This design comes from an exercise in tuning for small area and a short achievable clock period on the open sky130 flow, not from production work. At most, simulation tests tie the RTL to the original design; equivalence was not proved.

==> build 88: inputs <==
## dit_fft_8
module dit_fft_8(clk,rst_n,in1r,in1i,in2r,in2i,in3r,in3i,in4r,in4i,in5r,in5i,in6r,in6i,in7r,in7i,in8r,in8i,y1r,y1i,y2r,y2i,y3r,y3i,y4r,y4i,y5r,y5i,y6r,y6i,y7r,y7i,y8r,y8i,write,start,ready);
==> flow/config.mk <==
export PLATFORM = sky130hd
export DESIGN_NAME = dit_fft_8
export DESIGN_NICKNAME = dit_fft_8
export VERILOG_FILES = /design/flow/design.v
export SDC_FILE = /design/flow/constraint.sdc
export NUM_CORES = 4
export LEC_CHECK = 0
export CAP_MARGIN = 20
export CORE_MARGIN = 2
export CORE_UTILIZATION = 40
export SETUP_SLACK_MARGIN = 4.5
export SLEW_MARGIN = 20
export SYNTH_HIERARCHICAL = 1
==> flow/constraint.sdc <==
create_clock -name core_clock -period 10.0 [get_ports {clk}]
set_input_delay 2.0000 -clock core_clock [delete_from_list [all_inputs] [get_ports {clk}]]
set_output_delay 2.0000 -clock core_clock [all_outputs]
set_load 0.01 [all_outputs]
standard.sh (not shown) runs the stock make flow with config.mk's settings and CLKGATE_MAP_FILE= SYNTH_SCRIPT=/design/flow/synth_recipe.tcl, a recipe that flattens the netlist after the stock synthesis.
==> flow/flow/run.sh <==
#!/bin/bash
# The standard layout, with small buffers on the ports (timing repair
# upsizes the ones that need it). make's full output goes to make.log here;
# ORFS keeps each step's own log under orfs/logs.
set -euo pipefail
export BUFFER_PORTS_ARGS="-buffer_cell sky130_fd_sc_hd__buf_2"
bash standard.sh > make.log 2>&1
==> inputs of build 79, as changes to build 88 <==
--- a/flow/design.v
+++ b/flow/design.v
@@ -6,27 +6,12 @@
 output reg ready;
 reg write_n, start_n;
 function [15:0] sm;
 	input [15:0] x;
 	sm = x[15] ? {1'b1, ~x[14:0] + 15'd1} : x;
 endfunction
-function [15:0] tosm;
-	input [15:0] x;
-	reg [15:0] o;
-	reg g1, g2, g3;
-	integer i;
-	begin
-		g1 = |x[3:0];
-		g2 = g1 | (|x[7:4]);
-		g3 = g2 | (|x[11:8]);
-		o[0] = 1'b0;
-		for (i = 1; i < 16; i = i + 1)
-			o[i] = (i % 4 == 0) ? (i == 4 ? g1 : (i == 8 ? g2 : g3)) : (o[i-1] | x[i-1]);
-		tosm = {x[15], x[14:0] ^ ({15{x[15]}} & o[14:0])};
-	end
-endfunction
 wire in1r_z = ~|in1r[14:0];
 wire [15:0] in1r_v = {in1r[15] & ~in1r_z, in1r[14:0] ^ {15{in1r[15]}}};
 wire in1i_z = ~|in1i[14:0];
 wire [15:0] in1i_v = {in1i[15] & ~in1i_z, in1i[14:0] ^ {15{in1i[15]}}};
 wire in2r_z = ~|in2r[14:0];
 wire [15:0] in2r_v = {in2r[15] & ~in2r_z, in2r[14:0] ^ {15{in2r[15]}}};
@@ -4843,28 +4828,28 @@
 			O2i <= nO2i;
 			O3r <= nO3r;
 			O3i <= nO3i;
 		end
 	end
 end
-assign y1r = tosm(X0r);
-assign y1i = tosm(X0i);
-assign y2r = tosm(X1r);
-assign y2i = tosm(X1i);
-assign y3r = tosm(X2r);
-assign y3i = tosm(X2i);
-assign y4r = tosm(X3r);
-assign y4i = tosm(X3i);
-assign y5r = tosm(X4r);
-assign y5i = tosm(X4i);
-assign y6r = tosm(X5r);
-assign y6i = tosm(X5i);
-assign y7r = tosm(X6r);
-assign y7i = tosm(X6i);
-assign y8r = tosm(X7r);
-assign y8i = tosm(X7i);
+assign y1r = sm(X0r);
+assign y1i = sm(X0i);
+assign y2r = sm(X1r);
+assign y2i = sm(X1i);
+assign y3r = sm(X2r);
+assign y3i = sm(X2i);
+assign y4r = sm(X3r);
+assign y4i = sm(X3i);
+assign y5r = sm(X4r);
+assign y5i = sm(X4i);
+assign y6r = sm(X5r);
+assign y6i = sm(X5i);
+assign y7r = sm(X6r);
+assign y7i = sm(X6i);
+assign y8r = sm(X7r);
+assign y8i = sm(X7i);
 endmodule
 module fa(a, b, c, s, co);
 input a, b, c;
 output s, co;
 assign s = a ^ b ^ c;
 assign co = (a & b) | (a & c) | (b & c);
==> flow/run.sh (new file) <==
#!/bin/bash
# synth_recipe.tcl (not shown) runs the flow's synth.tcl, then flattens the netlist and writes it again
# the make line also repeats each setting of config.mk as NAME=value (left out here)
make -C /OpenROAD-flow-scripts/flow DESIGN_CONFIG=/design/flow/config.mk WORK_HOME=/design/flow/orfs CLKGATE_MAP_FILE= SYNTH_SCRIPT=/design/flow/synth_recipe.tcl finish
--- a/flow/config.mk
+++ b/flow/config.mk
@@ -5,9 +5,8 @@
 export SDC_FILE = /design/flow/constraint.sdc
 export NUM_CORES = 4
 export LEC_CHECK = 0
 export CAP_MARGIN = 20
 export CORE_MARGIN = 2
 export CORE_UTILIZATION = 40
-export SETUP_SLACK_MARGIN = 4.5
 export SLEW_MARGIN = 20
 export SYNTH_HIERARCHICAL = 1
removed: flow/flow/run.sh
removed: flow/standard.sh
==> inputs of trial 52, as changes to build 88 <==
--- a/flow/design.v
+++ b/flow/design.v
@@ -6,27 +6,12 @@
 output reg ready;
 reg write_n, start_n;
 function [15:0] sm;
 	input [15:0] x;
 	sm = x[15] ? {1'b1, ~x[14:0] + 15'd1} : x;
 endfunction
-function [15:0] tosm;
-	input [15:0] x;
-	reg [15:0] o;
-	reg g1, g2, g3;
-	integer i;
-	begin
-		g1 = |x[3:0];
-		g2 = g1 | (|x[7:4]);
-		g3 = g2 | (|x[11:8]);
-		o[0] = 1'b0;
-		for (i = 1; i < 16; i = i + 1)
-			o[i] = (i % 4 == 0) ? (i == 4 ? g1 : (i == 8 ? g2 : g3)) : (o[i-1] | x[i-1]);
-		tosm = {x[15], x[14:0] ^ ({15{x[15]}} & o[14:0])};
-	end
-endfunction
 wire in1r_z = ~|in1r[14:0];
 wire [15:0] in1r_v = {in1r[15] & ~in1r_z, in1r[14:0] ^ {15{in1r[15]}}};
 wire in1i_z = ~|in1i[14:0];
 wire [15:0] in1i_v = {in1i[15] & ~in1i_z, in1i[14:0] ^ {15{in1i[15]}}};
 wire in2r_z = ~|in2r[14:0];
 wire [15:0] in2r_v = {in2r[15] & ~in2r_z, in2r[14:0] ^ {15{in2r[15]}}};
@@ -4843,28 +4828,28 @@
 			O2i <= nO2i;
 			O3r <= nO3r;
 			O3i <= nO3i;
 		end
 	end
 end
-assign y1r = tosm(X0r);
-assign y1i = tosm(X0i);
-assign y2r = tosm(X1r);
-assign y2i = tosm(X1i);
-assign y3r = tosm(X2r);
-assign y3i = tosm(X2i);
-assign y4r = tosm(X3r);
-assign y4i = tosm(X3i);
-assign y5r = tosm(X4r);
-assign y5i = tosm(X4i);
-assign y6r = tosm(X5r);
-assign y6i = tosm(X5i);
-assign y7r = tosm(X6r);
-assign y7i = tosm(X6i);
-assign y8r = tosm(X7r);
-assign y8i = tosm(X7i);
+assign y1r = sm(X0r);
+assign y1i = sm(X0i);
+assign y2r = sm(X1r);
+assign y2i = sm(X1i);
+assign y3r = sm(X2r);
+assign y3i = sm(X2i);
+assign y4r = sm(X3r);
+assign y4i = sm(X3i);
+assign y5r = sm(X4r);
+assign y5i = sm(X4i);
+assign y6r = sm(X5r);
+assign y6i = sm(X5i);
+assign y7r = sm(X6r);
+assign y7i = sm(X6i);
+assign y8r = sm(X7r);
+assign y8i = sm(X7i);
 endmodule
 module fa(a, b, c, s, co);
 input a, b, c;
 output s, co;
 assign s = a ^ b ^ c;
 assign co = (a & b) | (a & c) | (b & c);
==> flow/run.sh (new file) <==
#!/bin/bash
# synth_recipe.tcl (not shown) runs the flow's synth.tcl, then flattens the netlist and writes it again
# the make line also repeats each setting of config.mk as NAME=value (left out here)
make -C /OpenROAD-flow-scripts/flow DESIGN_CONFIG=/design/flow/config.mk WORK_HOME=/design/flow/orfs CLKGATE_MAP_FILE= SYNTH_SCRIPT=/design/flow/synth_recipe.tcl finish
removed: flow/flow/run.sh
removed: flow/standard.sh
==> qor summary <==
item                                                                                        build 88               trial 52               build 79
Run status                                                          no timing/DRC/antenna violations  no timing/DRC/antenna violations  no timing/DRC/antenna violations
Net count of the finished layout                                                                8554                   8846                   8356
Overall track demand over capacity in global routing                                          0.2522                 0.2541                 0.2411
Overall via count from detail_route                                                            43624                  45833                  43050
Total clock buffers created by CTS                                                                68                     67                     61
First-pass GRT wire length                                                                  304.3 mm               311.9 mm               298.8 mm
Worst flop-to-flop path startpoint                                                            O3r[9]                 O1r[3]                O3i[12]
Basic-gate share of the synthesized area counting and, or, nand and nor cells                0.03813                0.04533                0.04533
Proportion of final cell area spent on non-clock buffers                                     0.08637                 0.1182                0.07055
Cell with the most instances on the worst path                                 sky130_fd_sc_hd__fa_1  sky130_fd_sc_hd__fa_2  sky130_fd_sc_hd__fa_1
Kind of launch point of the worst setup path                                                register               register          primary input
Tap cell count                                                                                  2175                   2189                   2189
Terminus of the critical flop-to-flop path                                                   X3i[15]                X1r[14]                X3r[15]
Final hold slack                                                                           0.5213 ns              0.5191 ns              0.5382 ns
Last element of the critical path                                                            X3i[15]                X1r[14]                E1i[15]
Register area                                                                           0.01519 mm^2           0.01516 mm^2           0.01516 mm^2
Function not checked in build 88: the RTL went through the layout flow alone.

-- what the ideal ports hide --
How much do the figures lean on ideal ports? The routed layouts below were timed once more, with nothing changed but the port constraints.
Step 1: set_driving_cell puts a clkbuf_16 on clk and a buf_2 on each other input, an assumption about the parent block.
Step 2 moves the port delays by t, midway between the first and last clock arrival at a register: inputs arrive t later, outputs are due t later. That takes back most of the time a late clock gives input paths.
a / b / c = ideal / step 1 / step 2; a / b = the first two.
run	t (ns)	slack for setup (ns)	worst data-port slew with drivers (ns)
build 88	0.751	3.828 / 3.828 / 3.760	0.16
build 79	0.760	2.769 / 2.822 / 2.063	0.11
trial 52	0.745	3.831 / 3.831 / 3.756	0.07
After both steps every run listed still meets setup and hold. The setup slack of build 79, which loses most, moves by +0.053 ns with the drivers and by -0.706 ns with both steps.
